Background: an optimization exercise with open tools, aiming at small area. Do not read the settings as production practice.
Where RTL was checked, it was by simulation tests only, not by an equivalence proof against the original.
No activity file was given, so power comes from the tool's default toggle rates.

==> 06-16: inputs <==
## Cubeware
module Cubeware (
    output io_uart_tx,
    input io_uart_rx,
    output io_i2cs_i0_sda_o,
    input io_i2cs_i0_sda_i,
    output io_i2cs_i0_scl_o,
    input io_i2cs_i0_scl_i,
    output io_i2cs_i1_sda_o,
    input io_i2cs_i1_sda_i,
    output io_i2cs_i1_scl_o,
    input io_i2cs_i1_scl_i,
    output io_i2cs_i2_sda_o,
    input io_i2cs_i2_sda_i,
    output io_i2cs_i2_scl_o,
    input io_i2cs_i2_scl_i,
    output io_i2cs_i3_sda_o,
    input io_i2cs_i3_sda_i,
    output io_i2cs_i3_scl_o,
    input io_i2cs_i3_scl_i,
    output io_resetns_i0,
    output io_resetns_i1,
    output io_resetns_i2,
    output io_resetns_i3,
    output [7 : 0] io_layer_mask,
    output [8 : 0] io_ram_read_address,
    input [7 : 0] io_ram_read_data,
    output [8 : 0] io_ram_write_address,
    output io_ram_write_write,
    output [7 : 0] io_ram_write_data,
    input io_clock,
    input io_reset
);
    reg [31:0] csr_period;      
    reg [31:0] csr_thresh;      
    reg [31:0] csr_disp;        
    reg [31:0] csr_delay;       
    reg        csr_enable;      
    reg [7:0]  csr_iref;        
    wire       csr_wen;
    wire [7:0] csr_waddr;
    wire [7:0] csr_wdata;
    always @(posedge io_clock) begin
        if (io_reset) begin
            csr_period <= 32'd100;
            csr_thresh <= 32'd50;
            csr_disp   <= 32'h00011170;
            csr_delay  <= 32'h00001000;
            csr_enable <= 1'b1;
            csr_iref   <= 8'd0;
        end else if (csr_wen) begin
  ...
==> flow/config.mk <==
export PLATFORM = sky130hd
export DESIGN_NAME = Cubeware
export DESIGN_NICKNAME = Cubeware
export VERILOG_FILES = /design/flow/design.v
export SDC_FILE = /design/flow/constraint.sdc
export NUM_CORES = 4
export LEC_CHECK = 0
export CAP_MARGIN = 20
export CORE_MARGIN = 2
export CORE_UTILIZATION = 40
export SLEW_MARGIN = 20
==> flow/constraint.sdc <==
create_clock -name core_clock -period 10.0 [get_ports {io_clock}]
set_input_delay 2.0000 -clock core_clock [delete_from_list [all_inputs] [get_ports {io_clock}]]
set_output_delay 2.0000 -clock core_clock [all_outputs]
set_load 0.01 [all_outputs]
run.sh (not shown) runs the stock make flow with config.mk's settings and CLKGATE_MAP_FILE= SYNTH_SCRIPT=/design/flow/synth_recipe.tcl, a recipe that flattens the netlist after the stock synthesis.
==> inputs of 05-19, as changes to 06-16 <==
--- a/flow/design.v
+++ b/flow/design.v
@@ -334,28 +334,57 @@
                 K_IREF:  pkt_byte = i2c_iref;
                 K_OSC:   pkt_byte = 8'h01;
                 K_LEDON: pkt_byte = 8'hAA;
                 default: pkt_byte = 8'h00;
             endcase
         end
     end
     wire pwm_payload = kind_pwm && (i2c_dc[4:1] != 4'd0);
-    reg [511:0] chain;          
-    wire chain_shift = rd_capture || (i2c_s3 && i2c_beat_done && pwm_payload);
+    reg [127:0] ring0, ring1, ring2, ring3;    
+    reg [3:0]   ring_ph;
+    wire [5:0]  cap_idx = rd_cnt[5:0] - 6'd1;
+    wire [3:0]  ring_we;
+    assign ring_we[0] = rd_capture && cap_idx[5:4] == 2'd0;
+    assign ring_we[1] = rd_capture && cap_idx[5:4] == 2'd1;
+    assign ring_we[2] = rd_capture && cap_idx[5:4] == 2'd2;
+    assign ring_we[3] = rd_capture && cap_idx[5:4] == 2'd3;
     always @(posedge io_clock) begin
-        if (chain_shift) chain <= {io_ram_read_data, chain[511:8]};
+        ring0 <= {ring_we[0] ? io_ram_read_data : ring0[7:0], ring0[127:8]};
+        ring1 <= {ring_we[1] ? io_ram_read_data : ring1[7:0], ring1[127:8]};
+        ring2 <= {ring_we[2] ? io_ram_read_data : ring2[7:0], ring2[127:8]};
+        ring3 <= {ring_we[3] ? io_ram_read_data : ring3[7:0], ring3[127:8]};
+        ring_ph <= (rd_capture && cap_idx == 6'd0) ? 4'd0 : ring_ph + 4'd1;
+    end
+    wire [3:0] fetch_d = ring_ph - i2c_dc[3:0];
+    wire fetch = fetch_d[2:0] == 3'd6;
+    wire fetch_slot0 = fetch_d[3];
+    reg [7:0] pwm_next0, pwm_next1, pwm_next2, pwm_next3;
+    reg [7:0] pwm_cur0, pwm_cur1, pwm_cur2, pwm_cur3;
+    always @(posedge io_clock) begin
+        if (fetch) begin
+            pwm_next0 <= fetch_slot0 ? ring0[7:0] : ring0[71:64];
+            pwm_next1 <= fetch_slot0 ? ring1[7:0] : ring1[71:64];
+            pwm_next2 <= fetch_slot0 ? ring2[7:0] : ring2[71:64];
+            pwm_next3 <= fetch_slot0 ? ring3[7:0] : ring3[71:64];
+        end
+        if (i2c_s3 && i2c_beat_done) begin
+            pwm_cur0 <= pwm_next0;
+            pwm_cur1 <= pwm_next1;
+            pwm_cur2 <= pwm_next2;
+            pwm_cur3 <= pwm_next3;
+        end
     end
     wire [2:0] bitsel = 3'd7 - i2c_beat;
     wire shared_bit = pkt_byte[bitsel];
     wire [3:0] pwm_bit;
-    assign pwm_bit[0] = chain[0 + bitsel];
-    assign pwm_bit[1] = chain[128 + bitsel];
-    assign pwm_bit[2] = chain[256 + bitsel];
-    assign pwm_bit[3] = chain[384 + bitsel];
+    assign pwm_bit[0] = pwm_cur0[bitsel];
+    assign pwm_bit[1] = pwm_cur1[bitsel];
+    assign pwm_bit[2] = pwm_cur2[bitsel];
+    assign pwm_bit[3] = pwm_cur3[bitsel];
     wire [3:0] sda;
     assign sda = i2c_s2 ? (pwm_payload ? pwm_bit : {4{shared_bit}})
                         : {4{!(i2c_s1 || i2c_s5)}};
     wire scl = (i2c_s2 || i2c_s3 || i2c_s5) ? i2c_pulse : 1'b1;
     assign io_i2cs_i0_sda_o = sda[0];
     assign io_i2cs_i1_sda_o = sda[1];
     assign io_i2cs_i2_sda_o = sda[2];
     assign io_i2cs_i3_sda_o = sda[3];
- CORE_UTILIZATION: 40 -> 70
- CTS_BUF_LIST: unset -> sky130_fd_sc_hd__clkbuf_8
- CTS_CLUSTER_DIAMETER: unset -> 60
- CTS_CLUSTER_SIZE: unset -> 20
- PLACE_DENSITY: unset -> 0.8
==> run notes <==
06-16 produced a clean layout. 05-19 went through all stages and came out clean. Between 06-16 and 05-19, the lower cell count is in 05-19 (gap 8.9%, measured against 05-19). Register-to-register slack: 05-19 is better than 06-16 (1400 ps). In 06-16 the global-route usage is lower than in 05-19, by 13 points. Total power: 06-16 is larger than 05-19 (about 25%). Between 05-19 and 06-16, the lower worst setup slack is in 05-19 (gap 620 ps). In 06-16 the combinational power is smaller than in 05-19, by about 10%. Wire length is about the same in 05-19 and 06-16. Of 06-16 and 05-19, 05-19 has the higher flip-flop and latch count (gap 68).
For 05-19, only the layout was checked, not whether the RTL still works.


==> amber: inputs <==
Another version of the RTL of Cubeware (not shown whole).
export LEC_CHECK = 0
export CAP_MARGIN = 20
export CORE_MARGIN = 2
export CORE_UTILIZATION = 70
export CTS_BUF_LIST = sky130_fd_sc_hd__clkbuf_8
export CTS_CLUSTER_DIAMETER = 60
export CTS_CLUSTER_SIZE = 16
export PLACE_DENSITY = 0.8
export SLEW_MARGIN = 20
create_clock -name core_clock -period 10.0 [get_ports {io_clock}]
standard.sh (not shown) runs the stock make flow with config.mk's settings and CLKGATE_MAP_FILE= SYNTH_SCRIPT=/design/flow/synth_recipe.tcl, a recipe that flattens the netlist after the stock synthesis.
==> flow/flow/run.sh <==
#!/bin/bash
# Own flow: the standard layout, unchanged except that the port buffers
# buffer_ports inserts are the smallest buffer (buf_1) instead of the
# clkdlybuf4s50_1 it picks by default. Every port still gets its buffer.
set -euo pipefail
bash standard.sh "BUFFER_PORTS_ARGS=-buffer_cell sky130_fd_sc_hd__buf_1" finish 2>&1 | tee standard_flow.log
==> willow: changes against amber <==
--- a/flow/design.v
+++ b/flow/design.v
@@ -26,18 +26,28 @@
     input [7 : 0] io_ram_read_data,
     output [8 : 0] io_ram_write_address,
     output io_ram_write_write,
     output [7 : 0] io_ram_write_data,
     input io_clock,
     input io_reset
 );
-    reg [31:0] csr_period;      
-    reg [31:0] csr_thresh;      
-    reg [31:0] csr_disp;        
-    reg [31:0] csr_delay;       
+    function ge_n(input [31:0] a, input [31:0] bn, input cin);
+        integer i;
+        reg c;
+        begin
+            c = cin;
+            for (i = 0; i < 32; i = i + 1)
+                c = (a[i] & bn[i]) | (a[i] & c) | (bn[i] & c);
+            ge_n = c;
+        end
+    endfunction
+    reg [31:0] csr_period_n;    
+    reg [31:0] csr_thresh_n;    
+    reg [31:0] csr_disp_n;      
+    reg [31:0] csr_delay_n;     
     reg        csr_enable;      
     reg [7:0]  csr_iref;        
     wire       csr_wen;
     wire [4:0] csr_waddr;       
     wire [7:0] csr_wdata;
     wire [19:0] csr_sel;
     genvar gi;
@@ -45,78 +55,83 @@
         for (gi = 0; gi < 20; gi = gi + 1) begin : g_sel
             assign csr_sel[gi] = io_reset || (csr_wen && csr_waddr == gi);
         end
     endgenerate
     always @(posedge io_clock) begin
         if (csr_sel[0])  csr_enable <= io_reset || (|csr_wdata);
         if (csr_sel[1])  csr_iref <= io_reset ? 8'd0 : csr_wdata;
-        if (csr_sel[4])  csr_period[7:0]   <= io_reset ? 8'd100 : csr_wdata;
-        if (csr_sel[5])  csr_period[15:8]  <= io_reset ? 8'd0 : csr_wdata;
-        if (csr_sel[6])  csr_period[23:16] <= io_reset ? 8'd0 : csr_wdata;
-        if (csr_sel[7])  csr_period[31:24] <= io_reset ? 8'd0 : csr_wdata;
-        if (csr_sel[8])  csr_thresh[7:0]   <= io_reset ? 8'd50 : csr_wdata;
-        if (csr_sel[9])  csr_thresh[15:8]  <= io_reset ? 8'd0 : csr_wdata;
-        if (csr_sel[10]) csr_thresh[23:16] <= io_reset ? 8'd0 : csr_wdata;
-        if (csr_sel[11]) csr_thresh[31:24] <= io_reset ? 8'd0 : csr_wdata;
-        if (csr_sel[12]) csr_disp[7:0]     <= io_reset ? 8'h70 : csr_wdata;
-        if (csr_sel[13]) csr_disp[15:8]    <= io_reset ? 8'h11 : csr_wdata;
-        if (csr_sel[14]) csr_disp[23:16]   <= io_reset ? 8'h01 : csr_wdata;
-        if (csr_sel[15]) csr_disp[31:24]   <= io_reset ? 8'h00 : csr_wdata;
-        if (csr_sel[16]) csr_delay[7:0]    <= io_reset ? 8'h00 : csr_wdata;
-        if (csr_sel[17]) csr_delay[15:8]   <= io_reset ? 8'h10 : csr_wdata;
-        if (csr_sel[18]) csr_delay[23:16]  <= io_reset ? 8'h00 : csr_wdata;
-        if (csr_sel[19]) csr_delay[31:24]  <= io_reset ? 8'h00 : csr_wdata;
+        if (csr_sel[4])  csr_period_n[7:0]   <= ~(io_reset ? 8'd100 : csr_wdata);
+        if (csr_sel[5])  csr_period_n[15:8]  <= ~(io_reset ? 8'd0 : csr_wdata);
+        if (csr_sel[6])  csr_period_n[23:16] <= ~(io_reset ? 8'd0 : csr_wdata);
+        if (csr_sel[7])  csr_period_n[31:24] <= ~(io_reset ? 8'd0 : csr_wdata);
+        if (csr_sel[8])  csr_thresh_n[7:0]   <= ~(io_reset ? 8'd50 : csr_wdata);
+        if (csr_sel[9])  csr_thresh_n[15:8]  <= ~(io_reset ? 8'd0 : csr_wdata);
+        if (csr_sel[10]) csr_thresh_n[23:16] <= ~(io_reset ? 8'd0 : csr_wdata);
+        if (csr_sel[11]) csr_thresh_n[31:24] <= ~(io_reset ? 8'd0 : csr_wdata);
+        if (csr_sel[12]) csr_disp_n[7:0] <= ~(io_reset ? 8'h70 : csr_wdata);
+        if (csr_sel[13]) csr_disp_n[15:8] <= ~(io_reset ? 8'h11 : csr_wdata);
+        if (csr_sel[14]) csr_disp_n[23:16] <= ~(io_reset ? 8'h01 : csr_wdata);
+        if (csr_sel[15]) csr_disp_n[31:24] <= ~(io_reset ? 8'h00 : csr_wdata);
+        if (csr_sel[16]) csr_delay_n[7:0] <= ~(io_reset ? 8'h00 : csr_wdata);
+        if (csr_sel[17]) csr_delay_n[15:8] <= ~(io_reset ? 8'h10 : csr_wdata);
+        if (csr_sel[18]) csr_delay_n[23:16] <= ~(io_reset ? 8'h00 : csr_wdata);
+        if (csr_sel[19]) csr_delay_n[31:24] <= ~(io_reset ? 8'h00 : csr_wdata);
     end
     reg [1:0] rx_state;
     reg [5:0] rx_cnt;
     reg [2:0] rx_bit;
     reg [2:0] rx_enq;
     reg [2:0] rx_deq;
-    reg [63:0] rx_fifo;         
+    reg [63:0] rx_ring;         
+    reg [2:0] rx_ph;
+    reg [7:0] rx_sr;            
+    reg       rx_pend;          
     wire rx_avail = rx_enq != rx_deq;
-    wire [7:0] rx_data = rx_fifo[rx_deq * 8 +: 8];
+    wire [2:0] rx_last = rx_enq - 3'd1;
+    wire [2:0] rx_rpos = rx_deq - rx_ph;
+    wire rx_wr = rx_pend && rx_last == rx_ph;
+    wire [7:0] rx_data = (rx_pend && rx_deq == rx_last) ? rx_sr : rx_ring[rx_rpos * 8 +: 8];
     wire rx_dequeue;
     wire rx_s0 = rx_state == 2'd0;
     wire rx_s1 = rx_state == 2'd1;
     wire rx_s2 = rx_state == 2'd2;
     wire rx_s3 = rx_state == 2'd3;
     wire rx_c25 = rx_cnt == 6'd25;
     wire rx_c50 = rx_cnt == 6'd50;
     always @(posedge io_clock) begin
         if (io_reset) begin
             rx_state <= 2'd0;
             rx_enq <= 3'd0;
             rx_deq <= 3'd0;
+            rx_pend <= 1'b0;
         end else begin
+            if (rx_wr) rx_pend <= 1'b0;
             if (rx_s0 && !io_uart_rx) rx_state <= 2'd1;
             if (rx_s1) begin
                 if (io_uart_rx && rx_cnt < 6'd25) rx_state <= 2'd0;
                 if (rx_c50) rx_state <= 2'd2;
             end
             if (rx_s2 && rx_c50 && rx_bit == 3'd7) rx_state <= 2'd3;
             if (rx_s3 && rx_c25) begin
                 rx_state <= 2'd0;
                 rx_enq <= rx_enq + 3'd1;
+                rx_pend <= 1'b1;
             end
             if (rx_dequeue && rx_avail) rx_deq <= rx_deq + 3'd1;
         end
     end
     always @(posedge io_clock) begin
         rx_cnt <= rx_cnt + 6'd1;
         if (rx_s0 || (rx_s1 && rx_c50) || (rx_s2 && rx_c50)) rx_cnt <= 6'd0;
         if (rx_s1 && rx_c50) rx_bit <= 3'd0;
         if (rx_s2 && rx_c50 && rx_bit != 3'd7) rx_bit <= rx_bit + 3'd1;
+        if (rx_s2 && rx_c25) rx_sr <= {io_uart_rx, rx_sr[7:1]};
+        rx_ph <= rx_ph + 3'd1;
+        rx_ring <= {rx_wr ? rx_sr : rx_ring[7:0], rx_ring[63:8]};
     end
-    generate
-        for (gi = 0; gi < 8; gi = gi + 1) begin : g_rx_slot
-            always @(posedge io_clock)
-                if (rx_s2 && rx_c25 && rx_enq == gi)
-                    rx_fifo[gi * 8 +: 8] <= {io_uart_rx, rx_fifo[gi * 8 + 1 +: 7]};
-        end
-    endgenerate
     reg [1:0] tx_state;
     reg [5:0] tx_cnt;
     reg [2:0] tx_bit;
     reg [3:0] tx_count;
     wire tx_enqueue;
     wire tx_s0 = tx_state == 2'd0;
     wire tx_gt = tx_cnt > 6'd50;
@@ -183,29 +198,28 @@
         if (cs1 && rx_avail && cmd_idx == 9'd0) cmd_waddr <= rx_data[4:0] | {5{|rx_data[7:5]}};
         if (cs1 && rx_avail && cmd_idx == 9'd1) cmd_wdata <= rx_data;
     end
     assign io_ram_write_write = cs4 && rx_avail;
     assign io_ram_write_address = cmd_idx;
     assign io_ram_write_data = rx_data;
     reg [1:0] tlc_state;        
-    reg [6:0] tlc_rc;
+    reg       tlc_up;           
     wire tlc_s0 = tlc_state == 2'd0;
     wire tlc_s1 = tlc_state == 2'd1;
     wire tlc_s3 = tlc_state == 2'd3;
-    wire tlc_gt50 = tlc_rc > 7'd50;
-    wire i2c_reset = tlc_s0 ? !tlc_gt50 : io_reset;
+    wire tlc_hold = tlc_s0 && !tlc_up;
     reg [2:0]  i2c_state;       
     reg [31:0] i2c_cnt;
     reg [4:0]  i2c_dc;
     reg [2:0]  i2c_beat;
     reg [2:0]  i2c_kind;
     reg [7:0]  pwm_next0, pwm_next1, pwm_next2, pwm_next3;   
     reg [7:0]  pwm_cur0, pwm_cur1, pwm_cur2, pwm_cur3;       
-    wire i2c_pulse = i2c_cnt >= csr_thresh;
-    wire i2c_beat_done = i2c_cnt >= csr_period;
+    wire i2c_pulse = ge_n(i2c_cnt, csr_thresh_n, 1'b1);
+    wire i2c_beat_done = ge_n(i2c_cnt, csr_period_n, 1'b1);
     wire i2c_s0 = i2c_state == 3'd0;
     wire i2c_s1 = i2c_state == 3'd1;
     wire i2c_s2 = i2c_state == 3'd2;
     wire i2c_s3 = i2c_state == 3'd3;
     wire i2c_s5 = i2c_state == 3'd5;
     wire i2c_ready = i2c_s0 && i2c_pulse;
     reg [3:0]  rf_state;
@@ -261,32 +275,30 @@
     end
     wire kind_pwm = i2c_kind == K_PWM;
     wire [4:0] last_dc = kind_pwm ? 5'd17 : (i2c_kind[2:1] == 2'b11) ? 5'd5 : 5'd2;
     wire i2c_last = i2c_dc == last_dc;
     always @(posedge io_clock) begin
         if (io_reset) begin
             tlc_state <= 2'd0;
-            tlc_rc <= 7'd0;
+            tlc_up <= 1'b0;
         end else begin
-            if (tlc_s0) begin
-                tlc_rc <= tlc_rc + 7'd1;
-                if (tlc_rc > 7'd100) begin
-                    tlc_state <= 2'd1;
-                    tlc_rc <= 7'd0;
-                end
-            end
+            if (tlc_hold && i2c_cnt[5:0] == 6'd50) tlc_up <= 1'b1;
+            if (tlc_s0 && tlc_up && i2c_cnt[5:0] == 6'd50) tlc_state <= 2'd1;
             if (tlc_s1 && i2c_ready) tlc_state <= 2'd3;
             if (tlc_s3 && rf_s1 && i2c_ready) tlc_state <= 2'd1;
         end
     end
-    wire resetn = tlc_s0 ? tlc_gt50 : 1'b1;
+    wire resetn = !tlc_hold;
     always @(posedge io_clock) begin
-        if (i2c_reset) begin
+        if (io_reset) begin
             i2c_state <= 3'd0;
             i2c_cnt <= 32'd0;
+        end else if (tlc_hold) begin
+            i2c_state <= 3'd0;
+            i2c_cnt <= (i2c_cnt[5:0] == 6'd50) ? 32'd0 : i2c_cnt + 32'd1;
         end else begin
             i2c_cnt <= i2c_cnt + 32'd1;
             case (i2c_state)
                 3'd0: if (accept) begin
                     i2c_state <= 3'd1;
                     i2c_cnt <= 32'd0;
                 end
@@ -396,15 +408,15 @@
     assign io_i2cs_i1_scl_o = scl;
     assign io_i2cs_i2_scl_o = scl;
     assign io_i2cs_i3_scl_o = scl;
     assign io_resetns_i0 = resetn;
     assign io_resetns_i1 = resetn;
     assign io_resetns_i2 = resetn;
     assign io_resetns_i3 = resetn;
-    wire rf_gt = rf_cnt > (rf_s9 ? csr_disp : csr_delay);
+    wire rf_gt = ge_n(rf_cnt, rf_s9 ? csr_disp_n : csr_delay_n, 1'b0);
     wire rd_start = (rf_s0 && csr_enable) || (rf_s8 && tlcs_ready);
     reg rf_adv;
     always @(*) begin
         case (rf_state)
             R_IDLE: rf_adv = csr_enable;
             R_OSC: rf_adv = tlcs_ready && rd_done;
             R_DISP, R_BLANK: rf_adv = rf_gt;
CTS_BUF_LIST = sky130_fd_sc_hd__clkbuf_16   (was sky130_fd_sc_hd__clkbuf_8)
CTS_CLUSTER_DIAMETER = 120   (was 60)
CTS_CLUSTER_SIZE = 32   (was 16)
==> maple: changes against amber <==
--- a/flow/design.v
+++ b/flow/design.v
@@ -33,20 +33,20 @@
     reg [31:0] csr_period;      
     reg [31:0] csr_thresh;      
     reg [31:0] csr_disp;        
     reg [31:0] csr_delay;       
     reg        csr_enable;      
     reg [7:0]  csr_iref;        
     wire       csr_wen;
-    wire [4:0] csr_waddr;       
+    wire [7:0] csr_waddr;
     wire [7:0] csr_wdata;
-    wire [19:0] csr_sel;
+    wire [31:0] csr_sel;
     genvar gi;
     generate
-        for (gi = 0; gi < 20; gi = gi + 1) begin : g_sel
+        for (gi = 0; gi < 32; gi = gi + 1) begin : g_sel
             assign csr_sel[gi] = io_reset || (csr_wen && csr_waddr == gi);
         end
     endgenerate
     always @(posedge io_clock) begin
         if (csr_sel[0])  csr_enable <= io_reset || (|csr_wdata);
         if (csr_sel[1])  csr_iref <= io_reset ? 8'd0 : csr_wdata;
         if (csr_sel[4])  csr_period[7:0]   <= io_reset ? 8'd100 : csr_wdata;
@@ -144,27 +144,27 @@
         if (tx_s0 || (tx_state != 2'd3 && tx_gt)) tx_cnt <= 6'd0;
         if (tx_s0) tx_bit <= 3'd0;
         if (tx_state == 2'd2 && tx_gt && tx_bit != 3'd7) tx_bit <= tx_bit + 3'd1;
     end
     assign io_uart_tx = (tx_state == 2'd2) ? tx_byte[tx_bit] : (tx_state != 2'd1);
     reg [2:0] cmd_state;
     reg [8:0] cmd_idx;
-    reg [4:0] cmd_waddr;
+    reg [7:0] cmd_waddr;
     reg [7:0] cmd_wdata;
     wire cs0 = cmd_state == 3'd0;
     wire cs1 = cmd_state == 3'd1;
     wire cs2 = cmd_state == 3'd2;
     wire cs3 = cmd_state == 3'd3;
     wire cs4 = cmd_state == 3'd4;
     wire cs5 = cmd_state == 3'd5;
     assign rx_dequeue = cs0 || cs1 || cs4;
     assign tx_enqueue = cs5;
     wire csr_user = cs1 && rx_avail && cmd_idx == 9'd2;
     assign csr_wen = cs2 || cs3 || csr_user;
-    assign csr_waddr = csr_user ? cmd_waddr : 5'd0;
+    assign csr_waddr = csr_user ? cmd_waddr : 8'd0;
     assign csr_wdata = csr_user ? cmd_wdata : {7'd0, cs2};
     always @(posedge io_clock) begin
         if (io_reset) begin
             cmd_state <= 3'd0;
         end else begin
             if (cs0 && rx_avail) begin
                 if (rx_data == 8'd119) cmd_state <= 3'd1;
@@ -176,15 +176,15 @@
             if (cs4 && rx_avail && cmd_idx == 9'd511) cmd_state <= 3'd5;
             if (cs5 && tx_ready) cmd_state <= 3'd0;
         end
     end
     always @(posedge io_clock) begin
         if (cs0) cmd_idx <= 9'd0;
         if ((cs1 || cs4) && rx_avail) cmd_idx <= cmd_idx + 9'd1;
-        if (cs1 && rx_avail && cmd_idx == 9'd0) cmd_waddr <= rx_data[4:0] | {5{|rx_data[7:5]}};
+        if (cs1 && rx_avail && cmd_idx == 9'd0) cmd_waddr <= rx_data;
         if (cs1 && rx_avail && cmd_idx == 9'd1) cmd_wdata <= rx_data;
     end
     assign io_ram_write_write = cs4 && rx_avail;
     assign io_ram_write_address = cmd_idx;
     assign io_ram_write_data = rx_data;
     reg [1:0] tlc_state;        
     reg [6:0] tlc_rc;
@@ -194,16 +194,15 @@
     wire tlc_gt50 = tlc_rc > 7'd50;
     wire i2c_reset = tlc_s0 ? !tlc_gt50 : io_reset;
     reg [2:0]  i2c_state;       
     reg [31:0] i2c_cnt;
     reg [4:0]  i2c_dc;
     reg [2:0]  i2c_beat;
     reg [2:0]  i2c_kind;
-    reg [7:0]  pwm_next0, pwm_next1, pwm_next2, pwm_next3;   
-    reg [7:0]  pwm_cur0, pwm_cur1, pwm_cur2, pwm_cur3;       
+    reg [7:0]  i2c_iref;
     wire i2c_pulse = i2c_cnt >= csr_thresh;
     wire i2c_beat_done = i2c_cnt >= csr_period;
     wire i2c_s0 = i2c_state == 3'd0;
     wire i2c_s1 = i2c_state == 3'd1;
     wire i2c_s2 = i2c_state == 3'd2;
     wire i2c_s3 = i2c_state == 3'd3;
     wire i2c_s5 = i2c_state == 3'd5;
@@ -311,14 +310,15 @@
         end
     end
     always @(posedge io_clock) begin
         if (accept) begin
             i2c_dc <= 5'd0;
             i2c_beat <= 3'd0;
             i2c_kind <= next_kind;
+            i2c_iref <= csr_iref;
         end
         if (i2c_s2 && i2c_beat_done) i2c_beat <= i2c_beat + 3'd1;
         if (i2c_s3 && i2c_beat_done && !i2c_last) i2c_dc <= i2c_dc + 5'd1;
     end
     reg [7:0] pkt_byte;
     always @(*) begin
         if (i2c_dc == 5'd0)
@@ -332,15 +332,15 @@
                 K_LEDON, K_LEDOF: pkt_byte = 8'h94;
                 default: pkt_byte = 8'h80;
             endcase
         end else begin
             case (i2c_kind)
                 K_SWRST: pkt_byte = 8'h5A;
                 K_MODE:  pkt_byte = 8'h11;
-                K_IREF:  pkt_byte = pwm_cur0;    
+                K_IREF:  pkt_byte = i2c_iref;
                 K_OSC:   pkt_byte = 8'h01;
                 K_LEDON: pkt_byte = 8'hAA;
                 default: pkt_byte = 8'h00;
             endcase
         end
     end
     wire pwm_payload = kind_pwm && (i2c_dc[4:1] != 4'd0);
@@ -358,18 +358,19 @@
         ring2 <= {ring_we[2] ? io_ram_read_data : ring2[7:0], ring2[127:8]};
         ring3 <= {ring_we[3] ? io_ram_read_data : ring3[7:0], ring3[127:8]};
         ring_ph <= (rd_capture && cap_idx == 6'd0) ? 4'd0 : ring_ph + 4'd1;
     end
     wire [3:0] fetch_d = ring_ph - i2c_dc[3:0];
     wire fetch = fetch_d[2:0] == 3'd6;
     wire fetch_slot0 = fetch_d[3];
+    reg [7:0] pwm_next0, pwm_next1, pwm_next2, pwm_next3;
+    reg [7:0] pwm_cur0, pwm_cur1, pwm_cur2, pwm_cur3;
     always @(posedge io_clock) begin
-        if (accept) pwm_next0 <= csr_iref;
-        else if (fetch && kind_pwm) pwm_next0 <= fetch_slot0 ? ring0[7:0] : ring0[71:64];
         if (fetch) begin
+            pwm_next0 <= fetch_slot0 ? ring0[7:0] : ring0[71:64];
             pwm_next1 <= fetch_slot0 ? ring1[7:0] : ring1[71:64];
             pwm_next2 <= fetch_slot0 ? ring2[7:0] : ring2[71:64];
             pwm_next3 <= fetch_slot0 ? ring3[7:0] : ring3[71:64];
         end
         if (i2c_s3 && i2c_beat_done) begin
             pwm_cur0 <= pwm_next0;
             pwm_cur1 <= pwm_next1;
==> flow/run.sh (new file) <==
#!/bin/bash
# synth_recipe.tcl (not shown) runs the flow's synth.tcl, then flattens the netlist and writes it again
# the make line also repeats each setting of config.mk as NAME=value (left out here)
make -C /OpenROAD-flow-scripts/flow DESIGN_CONFIG=/design/flow/config.mk WORK_HOME=/design/flow/orfs CLKGATE_MAP_FILE= SYNTH_SCRIPT=/design/flow/synth_recipe.tcl finish
removed: flow/flow/run.sh
removed: flow/standard.sh
==> results.yml <==
synth:
  synth_edf_count: 315
  synth_mux_area_share_pct: 5.69
layout:
  clock_cell_area_share_pct: 3.59
  layout_common_cells: "dfxtp_1 (640), edfxtp_1 (315), nor2_1 (184)"
  fin_nets: 2580
  multi_input_area_share_pct: 26.3
outcome:
  status: "timing/DRC/antenna clean"
drt:
  met2_length_um: 26800
grt:
  grtUsageMet1_pct: 32.9
  grt.met3_usage_pct: 4.03
setup_path:
  cpMaxStageDelayCell: "nand2_2"
  critPathCapture: "io_layer_mask[3]"
Source of the figures above: maple

==> results.yml <==
outcome:
  status: "timing/DRC/antenna clean"
power:
  pwr-share-clk_pct: 28.2
  powerComb_uw: 510
synth:
  synthTopCellsByArea: "dfxtp_1 (40%), edfxtp_1 (29%), ha_1 (5.9%), nor2_1 (2.5%), mux2_2 (2.3%)"
  synth_mux_area_share_pct: 5.70
  synth_edf_count: 304
setup_path:
  critPathCapture: "io_i2cs_i0_sda_o"
  cpMaxStageDelayCell: "a2111oi_2"
  r2r_start: "rf_state[0]$_SDFFE_PP0P_"
drt:
  met2_length_um: 27400
floorplan:
  die_w_um: 218
sta:
  fin_crit_ns: 5.87
layout:
  seq_share_pct: 64.6
  fin_nets: 2636
  layout_common_cells: "dfxtp_1 (640), edfxtp_1 (304), nor2_1 (214)"
  multi_input_area_share_pct: 27.3
  clock_cell_area_share_pct: 3.70
grt:
  antenna_found_initial: 0
  grtUsageMet1_pct: 34.4
Source of the figures above: amber

==> results.yml <==
outcome:
  status: "timing/DRC/antenna clean"
power:
  p_int_uw: 4990
  p_seq_uw: 4240
grt:
  grt_first_pass_wirelength_um: 85500
  grt.met3_usage_pct: 4.13
  grt_pass1_vias: 16700
  grtUsageMet1_pct: 33.8
layout:
  clock_cell_area_share_pct: 3.14
  layout_common_cells: "dfxtp_1 (702), edfxtp_1 (248), nor2_1 (222)"
  multi_input_area_share_pct: 26.4
  layout.cells.largest_class: "sequential cells"
  n_antenna_cell: 0
  fin_nets: 2437
drt:
  dr.pass1.iters: 5
  met2_length_um: 24600
synth:
  synth_mux_area_share_pct: 6.01
setup_path:
  critPathCapture: "io_i2cs_i1_sda_o"
Source of the figures above: willow

The RTL of amber was laid out without a check of its function.

==> what the ideal ports hide <==
No port has a modelled driver above. Below, the same layouts with a new extraction and two added sets of constraints. Step 1, drivers: a clkbuf_16 drives io_clock and a buf_2 each remaining input, both assumed. Step 2 moves the port delays by t, midway between the first and last clock arrival at a register: inputs arrive t later, outputs are due t later. That takes back most of the time a late clock gives input paths. Three values: ideal ports, drivers, drivers and shift; two values: the first two.
| run | t, ns | setup WS [ns] | worst hold slack (ns) | worst setup path after step 2 |
|---|---|---|---|---|
| 06-16 | 0.718 | 4.116 / 4.049 / 4.767 | 0.400 / 0.400 / 0.400 | register to output |
| 05-19 | 0.768 | 3.494 / 3.440 / 4.208 | 0.319 / 0.319 / 0.319 | register to output |
| amber | 0.720 | 4.125 / 4.074 / 4.794 | 0.302 / 0.302 / 0.302 | register to output |
| willow | 0.661 | 3.738 / 3.681 / 4.342 | 0.331 / 0.331 / 0.331 | register to output |
| maple | 0.710 | 3.731 / 3.679 / 4.389 | 0.317 / 0.317 / 0.317 | register to output |
After both steps setup and hold are still met in every run listed.
